This design comes from an exercise in tuning for small area on the open sky130 flow, not from production work.
In this exercise RTL edits were held to simulation tests only and were not proved equivalent to the original.
Power is estimated from default activity; no workload was simulated.

`design/flow/config.mk`:
```
export PLATFORM = sky130hd
export DESIGN_NAME = uart_ctrl
export DESIGN_NICKNAME = uart_ctrl
export VERILOG_FILES = /design/flow/design.v
export SDC_FILE = /design/flow/constraint.sdc
export NUM_CORES = 4
export LEC_CHECK = 0
export CAP_MARGIN = 20
export CORE_MARGIN = 2
export CORE_UTILIZATION = 40
export SLEW_MARGIN = 20
```
`design/flow/constraint.sdc`:
```
create_clock -name core_clock -period 20.0 [get_ports {clk_i}]
set_input_delay 4.0000 -clock core_clock [delete_from_list [all_inputs] [get_ports {clk_i}]]
set_output_delay 4.0000 -clock core_clock [all_outputs]
set_load 0.01 [all_outputs]
```
`design/flow/run.sh`:
```
#!/bin/bash
# synth_recipe.tcl (not shown) runs the flow's synth.tcl, then flattens the netlist and writes it again
# the make line also repeats each setting of config.mk as NAME=value (left out here)
make -C /OpenROAD-flow-scripts/flow DESIGN_CONFIG=/design/flow/config.mk WORK_HOME=/design/flow/orfs CLKGATE_MAP_FILE= SYNTH_SCRIPT=/design/flow/synth_recipe.tcl finish
```
`design/flow/design.v`:
```
localparam int unsigned BAUD_1900_RATE   = 1900;
localparam int unsigned BAUD_19200_RATE  = 19200;
localparam int unsigned BAUD_57600_RATE  = 57600;
localparam int unsigned BAUD_115200_RATE = 115200;
module baud_gen #(
  parameter  int unsigned ClockFrequency   = 50_000_000,
  parameter  int unsigned OverSampleRate   = 16,
  localparam int unsigned Baud1900Divsor   = ClockFrequency / (BAUD_1900_RATE   * OverSampleRate),
  localparam int unsigned Baud19200Divsor  = ClockFrequency / (BAUD_19200_RATE  * OverSampleRate),
  localparam int unsigned Baud57600Divsor  = ClockFrequency / (BAUD_57600_RATE  * OverSampleRate),
  localparam int unsigned Baud115200Divsor = ClockFrequency / (BAUD_115200_RATE * OverSampleRate),
  localparam int unsigned MinDivsorWidth   = $clog2(Baud1900Divsor)
) (
  input  logic       clk_i,
  input  logic       rst_i,
  input  logic       rx_busy_i,
  input  logic       tx_busy_i,
  input  logic [1:0] baud_sel_i,
  output logic       baud_clk_o
);
  logic  busy;
  assign busy = (tx_busy_i || rx_busy_i);
  logic [MinDivsorWidth-1:0] next_divsor;
  logic [MinDivsorWidth-1:0] divsor_reg;
  logic [MinDivsorWidth-1:0] next_count;
  logic [MinDivsorWidth-1:0] count_reg;
  always_comb begin
    unique case (baud_sel_i)
        2'b00: next_divsor = MinDivsorWidth'(Baud1900Divsor);
        2'b01: next_divsor = MinDivsorWidth'(Baud19200Divsor);
        2'b10: next_divsor = MinDivsorWidth'(Baud57600Divsor);
        2'b11: next_divsor = MinDivsorWidth'(Baud115200Divsor);
    endcase
    baud_clk_o = 1'b0;
    if ((next_divsor != divsor_reg) && !busy) begin
      next_count     = '0;
    end else if (count_reg == (divsor_reg-1)) begin
      next_count     = '0;
      baud_clk_o = 1'b1;
    end else next_count = count_reg + 1;
  end
  always_ff @(posedge clk_i or posedge rst_i) begin
    if (rst_i) begin
      count_reg   <= '0;
      divsor_reg  <= MinDivsorWidth'(Baud1900Divsor);
    end else begin
      count_reg   <= next_count;
      if (!busy) divsor_reg <= next_divsor;
    end
  end
endmodule 
module fifo #(
  parameter  int unsigned DataWidth    = 32,
  parameter  int unsigned Depth        = 16,  
  localparam int unsigned PointerWidth = $clog2(Depth)
) (
  input logic                  clk_i,
  input logic                  rst_i,
  input logic                  rd_en_i,
  input logic                  wr_en_i,
  input logic [DataWidth-1:0]  wdata_i,
  output logic                 full_o,
  output logic                 empty_o,
  output logic [DataWidth-1:0] rdata_o
);
  logic [PointerWidth:0] rd_ptr, wr_ptr;
  logic [DataWidth-1:0]  mem [Depth-1:0];
  logic  rd_valid , wr_valid;
  assign rd_valid = (rd_en_i && !empty_o);
  assign wr_valid = (wr_en_i && !full_o);
  assign empty_o = (rd_ptr == wr_ptr);
  assign full_o  = (rd_ptr == {~wr_ptr[PointerWidth], wr_ptr[PointerWidth-1:0]});
  assign rdata_o = mem[rd_ptr[PointerWidth-1:0]];
  always_ff @(posedge clk_i or posedge rst_i) begin
    if(rst_i) begin
      rd_ptr    <= '0;
      wr_ptr    <= '0;
    end 
    else begin
      if (rd_valid) begin
        rd_ptr    <= rd_ptr + 1;
      end
      if (wr_valid) begin
        wr_ptr                        <= wr_ptr + 1;
      end 
    end
  end
  always_ff @(posedge clk_i) begin
    if (wr_valid) begin
      mem[wr_ptr[PointerWidth-1:0]] <= wdata_i;
    end
  end
endmodule
module uart_rx #(
  parameter  int unsigned DataWidth      = 8,
  parameter  int unsigned OverSampleRate = 16,
  localparam int unsigned CountWidth     = $clog2(DataWidth),
  localparam int unsigned TickWidth      = $clog2(OverSampleRate)
  ) (
  input  logic                 clk_i,
  input  logic                 rst_i,
  input  logic                 baud_clk_i,
  input  logic                 rxd_i,
  output logic                 valid_o,
  output logic                 busy_o,
  output logic [DataWidth-1:0] data_o
);
  logic rxd_r;
  logic rxd;
  always_ff @(posedge clk_i or posedge rst_i) begin
    if (rst_i) begin
      rxd_r <= 1'b1;
      rxd   <= 1'b1;
    end else begin
      rxd_r <= rxd_i;
      rxd   <= rxd_r;
    end
  end
  typedef enum { 
    Idle, StartBit, DataBits, StopBit 
  } uart_state_e;
  uart_state_e state_reg;
  uart_state_e next_state;
  logic [DataWidth-1:0] sbuff_reg;
  logic [DataWidth-1:0] next_sbuff;
  logic [CountWidth-1:0] count_reg;
  logic [CountWidth-1:0] next_count;
  logic [TickWidth-1:0] tick_reg;
  logic [TickWidth-1:0] next_tick;
  logic  sbuff_full;
  assign sbuff_full = (count_reg == CountWidth'(DataWidth-1));
  logic  mid_bit, end_bit;
  assign mid_bit = (tick_reg == TickWidth'(OverSampleRate/2 - 1));
  assign end_bit = (tick_reg == TickWidth'(OverSampleRate - 1));
  assign data_o  = sbuff_reg;
  always_ff @(posedge clk_i or posedge rst_i) begin : memory_block
    if (rst_i) begin
      state_reg <= Idle;
      sbuff_reg <= '0;
      count_reg <= '0;
      tick_reg  <= '0;
    end else begin
      state_reg <= next_state;
      count_reg <= next_count;
      sbuff_reg <= next_sbuff;
      tick_reg  <= next_tick;
    end
  end
  always_comb begin : next_state_logic
    next_state = state_reg;
    next_count = count_reg;
    next_sbuff = sbuff_reg;
    next_tick  = tick_reg;
    valid_o = 1'b0;
    busy_o  = (state_reg != Idle);
    if (baud_clk_i) begin
      unique case (state_reg)    
        Idle: begin
          if (!rxd) begin
            next_state = StartBit;
            next_tick  = '0;
          end
        end
        StartBit: begin
          if (mid_bit) begin
            next_tick  = '0;
            next_count = '0;
            next_state = rxd ? Idle : DataBits;
          end else next_tick = tick_reg + 1;
        end
        DataBits: begin
          if (end_bit) begin
            next_tick  = '0;
            next_sbuff = {rxd, sbuff_reg[DataWidth-1:1]};
            next_count = count_reg + 1;
            if (sbuff_full) next_state = StopBit;
          end else next_tick = tick_reg + 1;
        end
        StopBit: begin 
          if (end_bit) begin
            next_tick  = '0;
            next_state = Idle;
            valid_o    = rxd;
          end else next_tick = tick_reg + 1;
        end
        default: ;
      endcase
    end 
  end
endmodule
module uart_tx #(
  parameter  int unsigned DataWidth      = 8,
  parameter  int unsigned OverSampleRate = 16,
  localparam int unsigned CountWidth     = $clog2(DataWidth),
  localparam int unsigned TickWidth      = $clog2(OverSampleRate)
  ) (
  input  logic                 clk_i,
  input  logic                 rst_i,
  input  logic                 baud_clk_i,
  input  logic                 valid_i,
  input  logic [DataWidth-1:0] data_i,
  output logic                 txd_o,
  output logic                 busy_o
);
  typedef enum { 
    Idle, StartBit, DataBits, StopBit 
  } uart_state_e;
  uart_state_e state_reg;
  uart_state_e next_state;
  logic [DataWidth-1:0] sbuff_reg;
  logic [DataWidth-1:0] next_sbuff;
  logic [CountWidth-1:0] count_reg;
  logic [CountWidth-1:0] next_count;
  logic [TickWidth-1:0] tick_reg;
  logic [TickWidth-1:0] next_tick;
  always_ff @(posedge clk_i or posedge rst_i) begin : memory_block
    if (rst_i) begin
      state_reg <= Idle;
      sbuff_reg <= '0;
      count_reg <= '0;
      tick_reg  <= '0;
    end else begin
      state_reg <= next_state;
      count_reg <= next_count;
      sbuff_reg <= next_sbuff;
      tick_reg  <= next_tick;
    end
  end
  logic  sbuff_empty;
  assign sbuff_empty = (count_reg == CountWidth'(DataWidth-1));
  logic  end_bit;
  assign end_bit = (tick_reg == TickWidth'(OverSampleRate - 1));
  always_comb begin : next_state_logic
    next_state = state_reg;
    next_count = count_reg;
    next_sbuff = sbuff_reg;
    next_tick  = tick_reg;
    txd_o     = 1'b1;
    busy_o    = (state_reg != Idle);
    unique case (state_reg)    
      Idle: begin
        if (valid_i) begin
          next_sbuff = data_i;
          next_tick  = '0;
          next_state = StartBit;
        end
      end
      StartBit: begin
        txd_o = 1'b0;
        if (baud_clk_i) begin
          if (end_bit) begin
            next_tick  = '0;
            next_count = '0;
            next_state = DataBits;
          end else next_tick = tick_reg + 1;
        end
      end
      DataBits: begin
        txd_o = sbuff_reg[0];
        if (baud_clk_i) begin
          if (end_bit) begin
            next_tick  = '0;
            next_sbuff = sbuff_reg >> 1;
            next_count = count_reg + 1;
            if (sbuff_empty) next_state = StopBit;
          end else next_tick = tick_reg + 1;
        end
      end
      StopBit: begin 
        txd_o = 1'b1;
        if (baud_clk_i) begin
          if (end_bit) begin
            next_tick  = '0;
            next_state = Idle;
          end else next_tick = tick_reg + 1;
        end
      end
      default: ;
    endcase
  end
endmodule
module uart_ctrl #(
  parameter int unsigned UartDataWidth  = 8,
  parameter int unsigned BusDataWidth   = 32,
  parameter int unsigned FifoDepth      = 16,
  parameter int unsigned ClockFrequency = 50_000_000,
  parameter int unsigned OverSampleRate = 16
) (
  input  logic                    clk_i,
  input  logic                    rst_i,
  input  logic                    rxd_i,
  input  logic                    bus_wr_en_i,
  input  logic [BusDataWidth-1:0] bus_addr_i,
  input  logic [BusDataWidth-1:0] bus_wdata_i,
  output logic                    txd_o,
  output logic [BusDataWidth-1:0] bus_rdata_o
);
  logic baud_clk;
  logic rx_valid;
  logic [UartDataWidth-1:0] rx_data;
  logic rx_fifo_rd_en;
  logic rx_fifo_full;
  logic rx_fifo_empty;
  logic tx_valid;
  logic tx_fifo_wr_en;
  logic tx_fifo_rd_en;
  logic tx_fifo_full;
  logic tx_fifo_empty;
  logic [UartDataWidth-1:0] tx_fifo_rdata;
  assign tx_valid = ~tx_fifo_empty;
  assign tx_fifo_rd_en = ~tx_busy;
  logic rx_busy, rx_busy_r, tx_busy;
  always_ff @(posedge clk_i or posedge rst_i) begin
    if (rst_i) begin
      rx_busy <= 1'b0;
    end else begin
      rx_busy <= rx_busy_r;
    end
  end
  logic [1:0] baud_rate_d;
  logic [1:0] baud_rate_q;
  logic [6:0] status_reg;
  assign status_reg = {tx_fifo_empty, tx_fifo_full, rx_fifo_full, ~rx_fifo_empty,
                       tx_busy, rx_busy, rx_valid};
  logic [UartDataWidth-1:0] rx_fifo_rdata; 
  always_ff @(posedge clk_i or posedge rst_i) begin
    if (rst_i) begin
      baud_rate_q <= 2'b00;
    end else begin
      baud_rate_q <= baud_rate_d;
    end
  end
  always_comb begin 
    rx_fifo_rd_en = 1'b0;
    tx_fifo_wr_en = 1'b0;
    baud_rate_d = baud_rate_q;
    bus_rdata_o = '0;
    unique case (bus_addr_i[1:0])
      2'b00: begin 
        if (bus_wr_en_i) begin
          baud_rate_d      = bus_wdata_i[1:0]; 
        end else begin
          bus_rdata_o[1:0] = baud_rate_q;
        end
      end
      2'b01: if (!bus_wr_en_i) bus_rdata_o = BusDataWidth'(status_reg);
      2'b10: begin
        if (!bus_wr_en_i) begin
          rx_fifo_rd_en = 1'b1;
          if (!rx_fifo_empty) bus_rdata_o = BusDataWidth'(rx_fifo_rdata);
        end
      end
      2'b11: begin 
        if (bus_wr_en_i) begin
          tx_fifo_wr_en = 1'b1; 
        end
      end
      default: ;
    endcase
  end
  baud_gen #(
    .ClockFrequency(ClockFrequency),
    .OverSampleRate(OverSampleRate)
  ) baud_generator (
    .clk_i(clk_i),
    .rst_i(rst_i),
    .rx_busy_i(rx_busy),
    .tx_busy_i(tx_busy),
    .baud_sel_i(baud_rate_q),
    .baud_clk_o(baud_clk)
  );
  uart_rx #(
    .DataWidth(UartDataWidth),
    .OverSampleRate(OverSampleRate)
  ) uart_reciever (
    .clk_i(clk_i),
    .rst_i(rst_i),
    .baud_clk_i(baud_clk),
    .rxd_i(rxd_i),
    .valid_o(rx_valid),
    .busy_o(rx_busy_r),
    .data_o(rx_data)
  );
  fifo #(
    .DataWidth(UartDataWidth),
    .Depth(FifoDepth)
  ) recieve_fifo (
    .clk_i(clk_i),
    .rst_i(rst_i),
    .rd_en_i(rx_fifo_rd_en),
    .wr_en_i(rx_valid),
    .wdata_i(rx_data),
    .full_o(rx_fifo_full),
    .empty_o(rx_fifo_empty),
    .rdata_o(rx_fifo_rdata) 
  );
  fifo #(
    .DataWidth(UartDataWidth),
    .Depth(FifoDepth)
  ) transmit_fifo (
    .clk_i(clk_i),
    .rst_i(rst_i),
    .rd_en_i(tx_fifo_rd_en), 
    .wr_en_i(tx_fifo_wr_en),                    
    .wdata_i(bus_wdata_i[UartDataWidth-1:0]),
    .full_o(tx_fifo_full),
    .empty_o(tx_fifo_empty),
    .rdata_o(tx_fifo_rdata)
  );
  uart_tx #(
    .DataWidth(UartDataWidth),
    .OverSampleRate(OverSampleRate)
  ) uart_transmitter (
    .clk_i(clk_i),
    .rst_i(rst_i),
    .baud_clk_i(baud_clk),
    .valid_i(tx_valid),
    .data_i(tx_fifo_rdata),
    .txd_o(txd_o), 
    .busy_o(tx_busy)
  );
endmodule
```
==> metrics.yaml <==
outcome:
  status: "finished clean"
sta:
  hold_viol_final: 0
  tightest_slew_ns: 0.977
  fin_tns_setup_ns: 0
  setup_violations: 0
  clock_skew_ns: 0.0285
  rsz0062_at_grt: "no"
  min_period_over_period: 0.499
  finalCriticalPeriod_ns: 9.99
  fmax_ghz: 0.100
  report.final.slew_viol_count: 0
  timing.hold.ws_ns: 0.347
  slew_headroom: 0.349
final_layout:
  mostFrequentLayoutCell: "edfxtp_1"
  antenna_cells: 0
  finalInstanceArea_um2: 16500
  finish.net_count: 1044
  drive_gt1_frac: 0.174
  area_growth_syn_to_layout_pct: 12.5
  fin_util: 0.453
  mostFrequentLayoutCells: "edfxtp_1, mux4_2, dfrtp_1"
clock_tree:
  max-clock-path-buffers: 3
  path_clk_slew_ns: 0.06
  cts_hold_buf: 0
  clock-sinks: 334
  cts_root_buffer: "clkbuf_16"
  clk_latency_ns: 0.54
  cts-buffers-inserted: 36
  htree_levels: 2
  post_cts_buffers: 0
  cts_tree: "yes"
  cts_resized: 0
route:
  vias_per_cell: 5.32
  drt-wirelength-per-cell_um: 20.2
  firstDrtPassIters: 5
  vias: 7662
  drcViolationCount: 0
  route.antenna.remaining_nets: 0
  drt-initial-drc-count: 461
  routed_wl_mm: 29.2
global_route:
  grt_antenna_before_repair: 1
  first_global_vias: 7716
  grt_pass1_wl_mm: 45.8
  track_usage: 0.157
  grt_remaining_overflow: 0
  grt_max_degree: 73
placement:
  placed_area_um2: 15300
  gp_congestion: 0.801
  dp_hpwl_mm: 18.5
  port_buffers: 22
critical_path:
  crit_type: "input pin to primary output"
  start_kind: "input pin"
  worst-path-max-fanout: 6
  worstPathArrival_ns: 5.99
  worst_setup_path_end_kind: "primary output"
  critical_path_required_ns: 16.00
synthesis:
  async_reset_ff_frac: 0.234
  synth_edf_count: 256
  ys_warn_count: 5
  ys_seq_area_frac: 0.659
  syn_inst: 917
  synth_seq_cells: 334
  ys.flop_type: "edfxtp_1"
  avgSynthCellArea_um2: 16.0
  synth.cell_area_um2: 14600
  ys_types: 61
floorplanning:
  rows: 70
  coreArea_um2: 36300
  die_area_um2: 38100
  initial_core_util: 0.402
  ioPinCount: 101
  die_x_um: 195
  die_h_um: 195
hold_path:
  hold_path.class: "flop to flop"
pwr:
  power.density_nw_per_um2: 116
  p_leak_uw: 0.00554
  ir_drop_v: 0.0000753
flow_run:
  drv_cap: 0
==> power by group <==
group	leakage, µW	internal (µW)	switching [µW]
clock network	0.000572	385	274
logic	0.00193	182	195
registers	0.00303	792	82.6
total	0.00554	1360	552
==> metrics by stage <==
stage | setup slack [ns] | cells | power, µW
final | 10.01 | 1441 | 1910
after global placement | 9.96 | 1376 | 1270
after floorplan | 11.01 | 940 | 1180
after global routing | 9.84 | 1441 | 2010
after detailed placement | 9.98 | 1376 | 1270
after CTS | 9.96 | 1441 | 1940
==> routing by layer <==
metal,part of all wire,routed length [µm],vias to the layer above,track usage
li1,-,-,3544,-
met1,0.45,13200,3896,0.221
met2,0.48,14100,175,0.257
met3,0.044,1280,47,0.0226
met4,0.020,584,0,0.0404
met5,0,0,-,0
==> cell type report <==
| cell class | instances | area (µm²) |
|---|---|---|
| Tap cell | 468 | 586 |
| Clock buffer | 48 | 966 |
| Multi-Input combinational cell | 517 | 4630 |
| Sequential cell | 334 | 9650 |
| Fill cell | 3113 | 19900 |
| Timing Repair Buffer | 35 | 318 |
| Clock inverter | 17 | 226 |
| Inverter | 22 | 83.8 |
==> worst max-delay path: stages <==
cell and delay (ns):
clkdlybuf4s50_1 0.48, nor2_1 0.25, nand2_1 0.21, o31ai_1 0.42, clkdlybuf4s50_1 0.62
==> final timing paths <==
| kind | endpoint | from | slack (ns) | cells after the start |
|---|---|---|---|---|
| max | bus_rdata_o[5] | bus_addr_i[1] | 10.01 | 5 |
| min in group asynchronous | uart_reciever.sbuff_reg[6]$_DFFE_PP0P_ | rst_i | 3.66 | 2 |
| max in group asynchronous | transmit_fifo.rd_ptr[1]$_DFFE_PP0P_ | rst_i | 15.14 | 3 |
| min | uart_reciever.rxd$_DFF_PP1_ | uart_reciever.rxd_r$_DFF_PP1_ | 0.35 | 0 |
| min reg2reg | uart_reciever.rxd$_DFF_PP1_ | uart_reciever.rxd_r$_DFF_PP1_ | 0.35 | 0 |
| max reg2reg | recieve_fifo.mem[11][4]$_DFFE_PP_ | baud_generator.divsor_reg[0]$_DFFE_PP0N_ | 16.06 | 8 |
==> cell usage after synthesis (all sizes together), types with 2 or more instances <==
cell type / number / area share
dfstp: 6 / 0.011
and3: 18 / 0.0077
nor2: 52 / 0.013
a21o: 4 / 0.0021
and4: 3 / 0.0018
nor3b: 3 / 0.0015
a22o: 8 / 0.0048
nor3: 23 / 0.0079
mux2: 15 / 0.012
nand4: 11 / 0.0047
and2: 7 / 0.0030
a21oi: 8 / 0.0027
edfxtp: 256 / 0.53
a221o: 8 / 0.0055
a211oi: 2 / 0.0010
o21ai: 30 / 0.010
nand3b: 3 / 0.0015
clkbuf: 26 / 0.0067
a21boi: 2 / 0.0010
ha: 30 / 0.026
inv: 22 / 0.0056
or3: 3 / 0.0013
buf: 41 / 0.018
mux2i: 18 / 0.012
xnor2: 21 / 0.013
nand3: 22 / 0.0079
or4: 2 / 0.0010
mux4: 73 / 0.11
dfrtp: 72 / 0.12
nor2b: 8 / 0.0034
nand2b: 7 / 0.0030
o31ai: 6 / 0.0031
xor2: 26 / 0.016
o31a: 2 / 0.0012
and3b: 2 / 0.0012
nor4: 8 / 0.0049
a31oi: 2 / 0.00086
nand2: 52 / 0.014
==> cell families after synthesis <==
| group | share of synthesized area |
|---|---|
| buffers and inverters | 0.0303 |
| other | 0.000256 |
| DFF | 0.659 |
| muxes | 0.136 |
| and+or+nand+nor | 0.0800 |
| xor gates and xnor gates | 0.0281 |
| adders and majority gates | 0.0257 |
| AOI/OAI and AO/OA | 0.0400 |

static timing again, ports no longer ideal:
Ports are ideal in the flow. The routed layout listed here was re-timed in OpenROAD.
Step 1 assumes that a clkbuf_16 drives the clock port and a buf_2 every other input.
Step 2, shift: input delay + t, output delay - t, t = (earliest + latest rising clock arrival at the registers) / 2. This alone moves slack from input paths to output paths.
Three values: ideal ports, drivers, drivers and shift; two values: the first two.
t, ns: 0.571
setup WS [ns]: 10.013 / 9.983 / 9.983
latest minus earliest clock arrival (ns): 0.033 / 0.032
After both steps this run still meets setup and hold. The setup slack of this run moves by -0.030 ns with the drivers and by -0.030 ns with both steps.
